Source: an optimization exercise on an open RTL-to-GDS flow (aim: small area, a short achievable clock period and few clock cycles). Production flows keep margins and buffers that such runs may drop. RTL that was checked went through simulation tests only; none was proved equivalent to the original.

## garnet
// LCD_CTRL
module LCD_CTRL(
    input clk, cmd_valid, reset,
    input [3:0] cmd,
    input [7:0] IROM_Q,
    output IRAM_valid, IROM_rd, busy, done,
    output [5:0] IROM_A,
    output [5:0] IRAM_A,
    output [7:0] IRAM_D
);
Size in the first run: about 2600 cells after synthesis, about 680 flip-flops, roughly 39 I/O pins, about 33000 sq um of cells after synthesis.
Settings: LEC_CHECK=0, ABC_AREA=0, CAP_MARGIN=20, CORE_MARGIN=2, CORE_UTILIZATION=55, SLEW_MARGIN=20; clock period 10.0 ns.
standard.sh (not shown) runs the stock make flow with config.mk's settings and CLKGATE_MAP_FILE= SYNTH_SCRIPT=/design/flow/synth_recipe.tcl, a recipe that flattens the netlist after the stock synthesis.
==> flow/flow/run.sh <==
#!/bin/bash
# The standard layout, with plain buffers on the ports and timing repair aiming for a setup
# slack of 7 ns at the 10 ns clock.
set -euo pipefail
export BUFFER_PORTS_ARGS="-buffer_cell sky130_fd_sc_hd__buf_4"
bash standard.sh SETUP_SLACK_MARGIN=7 finish > standard.log 2>&1
garnet: flow completed, timing, DRC and antenna clean
Changes in harbor relative to garnet:
Settings: a change of ABC_AREA from 0 to 1.
### Flow results
- On worst hold slack, garnet and harbor are neck and neck.
- In the flow results for garnet and harbor, the proportion of cell area occupied by registers is larger on harbor.
- Run comparison: garnet library cell contributing the largest single delay on the critical path sky130_fd_sc_hd__dfstp_2; harbor library cell contributing the largest single delay on the critical path sky130_fd_sc_hd__dfrtp_1
- harbor ended up with busy_r as its launch point of the critical path; garnet ended up with c[1].
- Maximum frequency from static timing analysis in harbor is about 0.4% below garnet.
- Transition at the pin with the smallest max-transition slack: harbor lower than garnet
- harbor ends up with a area of all placed cells without fillers that is about 0.6% lower than in garnet.
- Height of the chip grows by a few percent when moving from garnet to harbor.
The following lists how raven was set up differently from harbor:
diff --git a/flow/flow/run.sh b/flow/flow/run.sh
--- a/flow/flow/run.sh
+++ b/flow/flow/run.sh
@@ -3 +3 @@
-# slack of 7 ns at the 10 ns clock.
+# slack of 6.85 ns at the 10 ns clock.
@@ -6 +6 @@
-bash standard.sh SETUP_SLACK_MARGIN=7 finish > standard.log 2>&1
+bash standard.sh SETUP_SLACK_MARGIN=6.85 finish > standard.log 2>&1
Findings:
On number of ordinary inverters in the final layout, harbor and raven are neck and neck.
Of the two values seen for startpoint of the most critical setup path, busy_r was produced by harbor and rom_rd by raven.
harbor → raven: setup fix buffers added after clock tree synthesis now smaller; multi-input gate area in the final layout now smaller; met1 demand-to-capacity share in global routing now smaller.
Taking harbor as the reference, in raven sequential share of layout area shows an increase of 0.66 points; period utilization shows a reduction of 0.30 points.
Function was not checked in any run of this note: the RTL went through the layout flow alone.

========
LCD_CTRL, a different RTL version from the one above (not shown whole).
Size: ~2500 cells after synthesis, about 670 flip-flops, roughly 39 I/O pins.
==> flow/config.mk <==
export PLATFORM = sky130hd
export DESIGN_NAME = LCD_CTRL
export DESIGN_NICKNAME = LCD_CTRL
export VERILOG_FILES = /design/flow/design.v
export SDC_FILE = /design/flow/constraint.sdc
export NUM_CORES = 8
export LEC_CHECK = 0
export CAP_MARGIN = 20
export CORE_MARGIN = 2
export CORE_UTILIZATION = 30
export SLEW_MARGIN = 20
==> flow/constraint.sdc <==
create_clock -name core_clock -period 10.0 [get_ports {clk}]
set_input_delay 2.0000 -clock core_clock [delete_from_list [all_inputs] [get_ports {clk}]]
set_output_delay 2.0000 -clock core_clock [all_outputs]
set_load 0.01 [all_outputs]
==> flow/flow/run.sh <==
#!/bin/bash
# The standard layout, with timing repair aiming for a setup slack of 6.5 ns at the 10 ns clock.
set -euo pipefail
bash standard.sh SETUP_SLACK_MARGIN=6.5 finish > standard.log 2>&1
The first run completed with no timing, DRC or antenna violations.
Change:
==> flow/flow/run.sh (replaced) <==
#!/bin/bash
# The standard layout, with timing repair aiming for a setup slack of 7 ns at the 10 ns clock.
set -euo pipefail
bash standard.sh SETUP_SLACK_MARGIN=7 finish > standard.log 2>&1
What happened:
- The changed run completed with no timing, DRC or antenna violations
- synthesized cell count stays the same
- worst hold slack is better by 0.0040 ns
- core utilization goes up by 3.0 points
- non-clock buffer count goes up by 156
- global-route usage goes up by 1.1 points
- cell count goes up by 3.9%
- first-iteration DRC count goes down by 11%
No run of this note included a check of the RTL's function; only the layout flow was run.

========
LCD_CTRL, a different RTL version from the one above (not shown whole).
Size in the first run: ~3300 cells after synthesis, ~680 flip-flops, ~32000 µm² of cells after synthesis.
clock: 10.0 ns
lec_check: 0
abc_area: 1
cap_margin: 20
core_margin: 2
core_utilization: 55
slew_margin: 20
==> flow/flow/run.sh <==
#!/bin/bash
# The standard layout, with plain buffers on the ports and timing repair aiming for a setup
# slack of 7 ns at the 10 ns clock.
set -euo pipefail
export BUFFER_PORTS_ARGS="-buffer_cell sky130_fd_sc_hd__buf_4"
bash standard.sh SETUP_SLACK_MARGIN=7 finish > standard.log 2>&1
The baseline completed without violations.
Then changed:
- CTS_CLUSTER_DIAMETER: not set -> 80
- CTS_CLUSTER_SIZE: not set -> 20
Utilization fell by 1.5 points. Critical path depth decreases by 1. Synthesized cell count is unchanged. Final cell count shrinks by 1.0%. Worst setup slack is better by 23 ps.
No functional check of the RTL was part of any run of this note.

========
## P
LCD_CTRL, a different RTL version from the one above (not shown whole).
For scale: roughly 680 flip-flops.
==> flow/design.v (excerpt) <==
module LCD_CTRL(
    input clk, cmd_valid, reset,
    input [3:0] cmd,
    input [7:0] IROM_Q,
    output IRAM_valid, IROM_rd, busy, done,
    output [5:0] IROM_A,
    output [5:0] IRAM_A,
    output [7:0] IRAM_D
);
    reg [2:0] r, c;           
    reg [1:0] ri0, ri1, ci0, ci1;
    reg [1:0] pri0, pri1, pci0, pci1;   
    reg       busy_r, cv, cw, wph, done_r, rom_rd, ram_v;
    reg       rsp;            
    reg       smax, smin, savg;
    reg       sperm;          
    reg [9:0] ssum;           
    reg       sv;             
    reg [3:0] srow, scol;     
    reg [5:0] rom_a, ram_a, wend;
    reg [7:0] ram_d;
    reg [63:0] ld;            
    reg [7:0] x0, x1, x2, x3;  
    reg       l0, l1, l2, l3;  
    assign busy = busy_r;
    assign done = done_r;
    assign IROM_rd = rom_rd;
    assign IROM_A = rom_a;
    assign IRAM_valid = ram_v;
    assign IRAM_A = ram_a;
    assign IRAM_D = ram_d;
    wire wc = l0 & l1 & l2 & l3;              
    wire [7:0] wd0, wd1, wd2, wd3;
    wire lb0, lb1, lb2, lb3;
    wire wcf = (l0 | lb0) & (l1 | lb1) & (l2 | lb2) & (l3 | lb3);
  ...
Settings: LEC_CHECK=0, ABC_AREA=0, CAP_MARGIN=20, CORE_MARGIN=2, CORE_UTILIZATION=55, CTS_CLUSTER_DIAMETER=100, CTS_CLUSTER_SIZE=24, SLEW_MARGIN=20, SYNTH_HIERARCHICAL=1; clock period 10.0 ns.
==> flow/flow/run.sh <==
#!/bin/bash
# The standard layout with three changes: plain buffers on the ports; in the otherwise standard
# (hierarchical) synthesis, the pixel banks (module lcd_bank) are mapped by an area-oriented ABC
# script (flow/bank.script) and the rest by the standard one; timing repair aiming for a setup
# slack of 7 ns at the 10 ns clock.
set -euo pipefail
here=$(pwd)
cat > own_synth.tcl <<EOF2
proc abc {args} {
  set i [lsearch -exact \$args -script]
  set a2 \$args
  lset a2 [expr {\$i + 1}] $here/flow/bank.script
  yosys abc {*}\$a2 lcd_bank
  yosys abc {*}\$args LCD_CTRL
}
EOF2
cat synth_recipe.tcl >> own_synth.tcl
export BUFFER_PORTS_ARGS="-buffer_cell sky130_fd_sc_hd__buf_4"
bash standard.sh SYNTH_SCRIPT=$here/own_synth.tcl SETUP_SLACK_MARGIN=7 finish > standard.log 2>&1
==> flow/flow/bank.script <==
strash
dch
amap
topo
stime -c
Testbench counts of P, summed over its fixed seeds: cycles 11,002.
Modified inputs, Q compared to P
# P
export LEC_CHECK = 0
export ABC_AREA = 0
export CAP_MARGIN = 20
export CORE_MARGIN = 2
export CORE_UTILIZATION = 55
export CTS_CLUSTER_DIAMETER = 100
export CTS_CLUSTER_SIZE = 24
export SLEW_MARGIN = 20
export SYNTH_HIERARCHICAL = 1
create_clock -name core_clock -period 10.0 [get_ports {clk}]
# Q
export LEC_CHECK = 0
export ABC_AREA = 1
export CAP_MARGIN = 20
export CORE_MARGIN = 2
export CORE_UTILIZATION = 55
export CTS_CLUSTER_DIAMETER = 100
export CTS_CLUSTER_SIZE = 24
export SLEW_MARGIN = 20
export SYNTH_HIERARCHICAL = 1
create_clock -name core_clock -period 10.0 [get_ports {clk}]
diff --git a/flow/flow/run.sh b/flow/flow/run.sh
--- a/flow/flow/run.sh
+++ b/flow/flow/run.sh
@@ -3,5 +3,5 @@
 # (hierarchical) synthesis, the pixel banks (module lcd_bank) are mapped by an area-oriented ABC
 # script (flow/bank.script) and the rest by the standard one; timing repair aiming for a setup
-# slack of 7 ns at the 10 ns clock.
+# slack of 6.9 ns at the 10 ns clock.
 set -euo pipefail
 here=$(pwd)
@@ -17,3 +17,3 @@
 cat synth_recipe.tcl >> own_synth.tcl
 export BUFFER_PORTS_ARGS="-buffer_cell sky130_fd_sc_hd__buf_4"
-bash standard.sh SYNTH_SCRIPT=$here/own_synth.tcl SETUP_SLACK_MARGIN=7 finish > standard.log 2>&1
+bash standard.sh SYNTH_SCRIPT=$here/own_synth.tcl SETUP_SLACK_MARGIN=6.9 finish > standard.log 2>&1
Of Q and P, the lower post-synthesis cell count belongs to P. Summary of Q over P: wire length higher, number of failing setup endpoints in the final timing report roughly the same. Against P, per-cell routed wire length in Q fell by more than 10%. Q ends up with higher global-route usage than P does. Result: PASS for each of Q and P.

## re-timing with driven ports
How much do the figures lean on ideal ports? The routed layouts below were timed once more, with nothing changed but the port constraints. Step 1 sets driving cells, clkbuf_16 on the clock port and buf_2 on the other inputs (assumed; they add their load-dependent delay and slew). Step 2 also shifts input and output timing later by t, the mid clock arrival at the registers, as if the neighbouring blocks saw the same clock. Three values: ideal ports, drivers, drivers and shift; two values: the first two.
run | t, ns | slack for setup (ns) | worst setup path at the end
garnet | 0.690 | 6.809 / 6.764 / 6.237 | input to register
harbor | 0.682 | 6.796 / 6.731 / 6.422 | input to register
raven | 0.686 | 6.826 / 6.759 / 6.231 | input to register
the first run of note 2 | 0.689 | 6.500 / 6.435 / 5.893 | input to register
the second run of note 2 | 0.699 | 6.606 / 6.539 / 6.101 | input to register
the first run of note 3 | 0.689 | 6.698 / 6.722 / 6.033 | input to register
the second run of note 3 | 0.666 | 6.722 / 6.747 / 6.081 | input to register
P | 0.627 | 6.801 / 6.737 / 6.397 | input to register
Q | 0.653 | 6.807 / 6.743 / 6.422 | input to register
After both steps setup and hold are still met in every run listed. The setup slack of the first run of note 3, which loses most, moves by +0.024 ns with the drivers and by -0.665 ns with both steps.
